Source: an optimization exercise on an open RTL-to-GDS flow (aim: small area). Production flows keep margins and buffers that such runs may drop.
The RTL was checked by simulation tests, not by an equivalence proof against the original design.

==> 02-07: inputs <==
==> flow/design.v <==
`timescale 1ns / 1ps
module clock_divider_1kHz(
    input i_clk,
    input i_reset,
    output o_clk
    );
    reg r_clk;
    reg[31:0] r_counter;
    assign o_clk = (r_counter == 4 - 1) & ~r_clk;
    always @(posedge i_clk or posedge i_reset) begin
        if(i_reset) begin
            r_clk <= 0;
            r_counter <= 0;
        end
        else begin
            if(r_counter == 4 - 1) begin  
                r_counter <= 0;
                r_clk <= ~r_clk;
            end
            else begin
                r_counter <= r_counter + 1;
            end
        end
    end
endmodule
`timescale 1ns / 1ps
module clock_divider_10Hz(
    input i_clk,
    input i_reset,
    output o_clk
    );
    reg r_clk;
    reg[31:0] r_counter;
    assign o_clk = (r_counter == 100 - 1) & ~r_clk;
    always @(posedge i_clk or posedge i_reset) begin
        if(i_reset) begin
            r_clk <= 0;
            r_counter <= 0;
        end
        else begin
            if(r_counter == 100 - 1) begin  
                r_counter <= 0;
                r_clk <= ~r_clk;
            end
            else begin
                r_counter <= r_counter + 1;
            end
        end
    end
endmodule
`timescale 1ns / 1ps
module counter_FND(
    input i_clk,
    input i_reset,
    input i_en,
    output[1:0] o_counter
    );
    reg[1:0] r_counter;
    assign o_counter = r_counter;
    always @(posedge i_clk or posedge i_reset)begin
        if(i_reset)begin
            r_counter <= 0;
        end
        else if(i_en) begin
            r_counter <= r_counter + 1;
        end
    end
endmodule
`timescale 1ns / 1ps
module counter_data(
    input i_clk,
    input i_reset,
    input i_en,
    output[13:0] o_counter
    );
    reg[13:0] r_counter;
    assign o_counter = r_counter;
    always @(posedge i_clk or posedge i_reset)begin
        if(i_reset)begin
            r_counter <= 0;
        end
        else if(i_en) begin
            r_counter <= r_counter + 1;
        end
    end
endmodule
`timescale 1ns / 1ps
module decoder_2x4(
    input[1:0] i_digitSelect,
    output[3:0] o_digit
    );
    reg[3:0] r_digit;
    assign o_digit = r_digit;
    always @(i_digitSelect) begin
        r_digit = 4'b1111;
        case(i_digitSelect)
            2'h0 : r_digit = 4'b1110;
            2'h1 : r_digit = 4'b1101;
            2'h2 : r_digit = 4'b1011;
            2'h3 : r_digit = 4'b0111;
        endcase
    end
endmodule
`timescale 1ns / 1ps
module digit_divider(
    input[13:0] i_value,   
    output[3:0] o_1000, o_100, o_10, o_1
    );
    assign o_1    = i_value % 10;
    assign o_10   = i_value / 10 % 10;
    assign o_100  = i_value / 100 % 10;
    assign o_1000 = i_value / 1000 % 10;
endmodule
`timescale 1ns / 1ps
module mux_4x1(
    input [3:0] i_1000, i_100, i_10, i_1,
    input [1:0] i_counter,
    output [3:0] o_value
    );
    reg [3:0] r_value;
    assign o_value = r_value;
    always @(*) begin
        case(i_counter)
            2'h0 : r_value = i_1;
            2'h1 : r_value = i_10;
            2'h2 : r_value = i_100;
            2'h3 : r_value = i_1000;
        endcase
    end
endmodule
`timescale 1ns / 1ps
module BCD_to_FND_decoder(
    input [3:0] i_value,
    output [7:0] o_font
    );
    reg[7:0] r_font;
    assign o_font = r_font;
    always @(i_value) begin
        case(i_value)
            4'h0 : r_font = 8'hc0;
            4'h1 : r_font = 8'hf9;
            4'h2 : r_font = 8'ha4;
            4'h3 : r_font = 8'hb0;
            4'h4 : r_font = 8'h99;
            4'h5 : r_font = 8'h92;
            4'h6 : r_font = 8'h82;
            4'h7 : r_font = 8'hf8;
            4'h8 : r_font = 8'h80;
            4'h9 : r_font = 8'h90;
            4'ha : r_font = 8'h7f;
            default : r_font = 8'hff;
        endcase
    end
endmodule
`timescale 1ns / 1ps
module TOP_Final(
    input i_clk,
    input i_reset,
    output[3:0] o_digit,
    output [7:0] o_font
    );
    wire w_clk_to_counter_FND;   
    wire [1:0] w_counter_to_2_4_decoder;   
    wire w_clk_to_counter_data;   
    wire [13:0] w_counter_to_digit_divider;   
    wire [3:0] w_1000, w_100, w_10, w_1;   
    wire [3:0] w_MUX_to_BCD_to_decoder;   
    clock_divider_1kHz clock_divider_1kHz_dut(
        .i_clk(i_clk),
        .i_reset(i_reset),
        .o_clk(w_clk_to_counter_FND)   
    );
    counter_FND counter_FND_dut(
        .i_clk(i_clk),
        .i_en(w_clk_to_counter_FND),
        .i_reset(i_reset),
        .o_counter(w_counter_to_2_4_decoder)   
    );    
    decoder_2x4 decoder_2x4_dut(
        .i_digitSelect(w_counter_to_2_4_decoder),   
        .o_digit(o_digit)
    );
    clock_divider_10Hz clock_divider_10Hz_dut(
        .i_clk(i_clk),
        .i_reset(i_reset),
        .o_clk(w_clk_to_counter_data)   
    );
    counter_data counter_data_dut(
        .i_clk(i_clk),
        .i_en(w_clk_to_counter_data),
        .i_reset(i_reset),
        .o_counter(w_counter_to_digit_divider)   
    );
    digit_divider digit_divider_dut(
        .i_value(w_counter_to_digit_divider),   
        .o_1000(w_1000),   
        .o_100(w_100),
        .o_10(w_10),
        .o_1(w_1)
    );
    mux_4x1 mux_4x1_dut(
        .i_1000(w_1000),  
        .i_100(w_100), 
        .i_10(w_10),
        .i_1(w_1),
        .i_counter(w_counter_to_2_4_decoder),   
        .o_value(w_MUX_to_BCD_to_decoder)   
    );
    BCD_to_FND_decoder BCD_to_FND_decoder_dut(
        .i_value(w_MUX_to_BCD_to_decoder),   
        .o_font(o_font)
    );
endmodule
==> flow/run.sh <==
#!/bin/bash
# synth_recipe.tcl (not shown) runs the flow's synth.tcl, then flattens the netlist and writes it again
# the make line also repeats each setting of config.mk as NAME=value (left out here)
make -C /OpenROAD-flow-scripts/flow DESIGN_CONFIG=/design/flow/config.mk WORK_HOME=/design/flow/orfs CLKGATE_MAP_FILE= SYNTH_SCRIPT=/design/flow/synth_recipe.tcl finish
==> flow/config.mk <==
export PLATFORM = sky130hd
export DESIGN_NAME = TOP_Final
export DESIGN_NICKNAME = TOP_Final
export VERILOG_FILES = /design/flow/design.v
export SDC_FILE = /design/flow/constraint.sdc
export NUM_CORES = 4
export LEC_CHECK = 0
export CAP_MARGIN = 20
export CORE_MARGIN = 2
export CORE_UTILIZATION = 40
export SLEW_MARGIN = 20
==> flow/constraint.sdc <==
create_clock -name core_clock -period 100.0 [get_ports {i_clk}]
set_input_delay 20.0000 -clock core_clock [delete_from_list [all_inputs] [get_ports {i_clk}]]
set_output_delay 20.0000 -clock core_clock [all_outputs]
set_load 0.01 [all_outputs]
==> inputs of 11-08, as changes to 02-07 <==
==> flow/design.v (replaced) <==
`timescale 1ns / 1ps
module TOP_Final(
    input i_clk,
    input i_reset,
    output [3:0] o_digit,
    output [7:0] o_font
    );
    reg [4:0] u;
    reg [4:0] x;
    reg [3:0] d0, d1, d2, d3;
    reg       f;
    wire blk  = &u[2:0];
    wire inc  = blk & (x == 5'd24);
    wire c1   = inc & (d0 == 4'd9);
    wire c2   = c1 & (d1 == 4'd9);
    wire c3   = c2 & (d2 == 4'd9);
    wire c4   = c3 & (d3 == 4'd9);
    wire wrap = inc & f & (d3 == 4'd6) & (d2 == 4'd3) & (d1 == 4'd8) & (d0 == 4'd3);
    always @(posedge i_clk or posedge i_reset) begin
        if (i_reset) begin
            u  <= 5'd4;
            x  <= 5'd0;
            d0 <= 4'd0;
            d1 <= 4'd0;
            d2 <= 4'd0;
            d3 <= 4'd0;
            f  <= 1'b0;
        end else begin
            u <= u + 5'd1;
            x <= (x == 5'd24) ? 5'd0 : x + 5'd1;
            if (wrap) begin
                d0 <= 4'd0;
                d1 <= 4'd0;
                d2 <= 4'd0;
                d3 <= 4'd0;
                f  <= 1'b0;
            end else begin
                if (inc) d0 <= c1 ? 4'd0 : d0 + 4'd1;
                if (c1)  d1 <= c2 ? 4'd0 : d1 + 4'd1;
                if (c2)  d2 <= c3 ? 4'd0 : d2 + 4'd1;
                if (c3)  d3 <= c4 ? 4'd0 : d3 + 4'd1;
                if (c4)  f  <= 1'b1;
            end
        end
    end
    wire [1:0] s = u[4:3];
    assign o_digit = ~(4'b0001 << s);
    reg [3:0] dig;
    always @(*) begin
        case (s)
            2'd0: dig = d0;
            2'd1: dig = d1;
            2'd2: dig = d2;
            default: dig = d3;
        endcase
    end
    reg [7:0] font;
    always @(*) begin
        case (dig)
            4'd0: font = 8'hc0;
            4'd1: font = 8'hf9;
            4'd2: font = 8'ha4;
            4'd3: font = 8'hb0;
            4'd4: font = 8'h99;
            4'd5: font = 8'h92;
            4'd6: font = 8'h82;
            4'd7: font = 8'hf8;
            4'd8: font = 8'h80;
            4'd9: font = 8'h90;
            default: font = 8'hff;
        endcase
    end
    assign o_font = font;
endmodule
==> results.txt <==
- Outcome: no timing/DRC/antenna violations
- Across the placement rows, the number of tap cells is 873.
* Commonest cells in the synthesized netlist: nor2_1, nand2_1, a21oi_1
- The tightest hold path in the finished design has a slack of 0.473 ns.
* Die ar.: 0.0702 mm2
- End-of-flow core utilization: 42.6%
* Final net count: 4053
- The post-route netlist has 7.82% of its cells at a drive strength greater than 1.
- In this run the most critical hold path is launched from clock_divider_1kHz_dut.r_clk.
- Summing over every cut layer, the via total after detailed routing is 29.5k.
- In this run the critical register-to-register path is launched from clock_divider_10Hz_dut.r_counter[6].
* Number of cells on the worst reg-to-reg path: 13
- For this design, the sink count on the clock tree is 82.
- Layout clock area frac: 1.03%
- Placement Rows: 95
-- figures above: 02-07

==> results.txt <==
* Outcome: no timing/DRC/antenna violations
- Layout clock area frac: 2.21%
- Number of cells on the worst reg-to-reg path: 6
- The first global-routing pass estimated 6500 um of wire.
* Hold Slack: 0.463 ns
- End-of-flow core utilization: 46.2%
- Clock Sink Count: 27
* FF-to-FF Start: x[0]
- Row generation in the floorplan step produced 24 rows.
* Via count: 1398
- During tapcell insertion the tool placed 52 well taps.
- The floorplan step defined a die boundary enclosing 0.00519 mm2.
* Final net count: 220
* Commonest cells in the synthesized netlist: dfrtp_1, ha_1, inv_1, nand2_1, nand3_1
- The startpoint identified for the worst hold timing path is u[0].
-- figures above: 11-08

[re-timing with driven ports]
In the flow no input, the clock included, has a driving cell. The finished layouts below were timed again as built, in two steps.
Step 1 sets driving cells, clkbuf_16 on the clock port and buf_2 on the other inputs (assumed; they add their load-dependent delay and slew).
Step 2 also shifts input and output timing later by t, the mid clock arrival at the registers, as if the neighbouring blocks saw the same clock.
Three values: no drivers, after step 1, after step 2; two values: the first two.
run | shift t [ns] | setup WS [ns] | worst hold slack (ns) | pins driven straight from the clock port
02-07 | 0.428 | 5.989 / 5.931 / 6.360 | 0.473 / 0.473 / 0.473 | 1
11-08 | 0.300 | 77.212 / 77.186 / 77.486 | 0.463 / 0.463 / 0.463 | 1
After both steps every run listed still meets setup and hold.
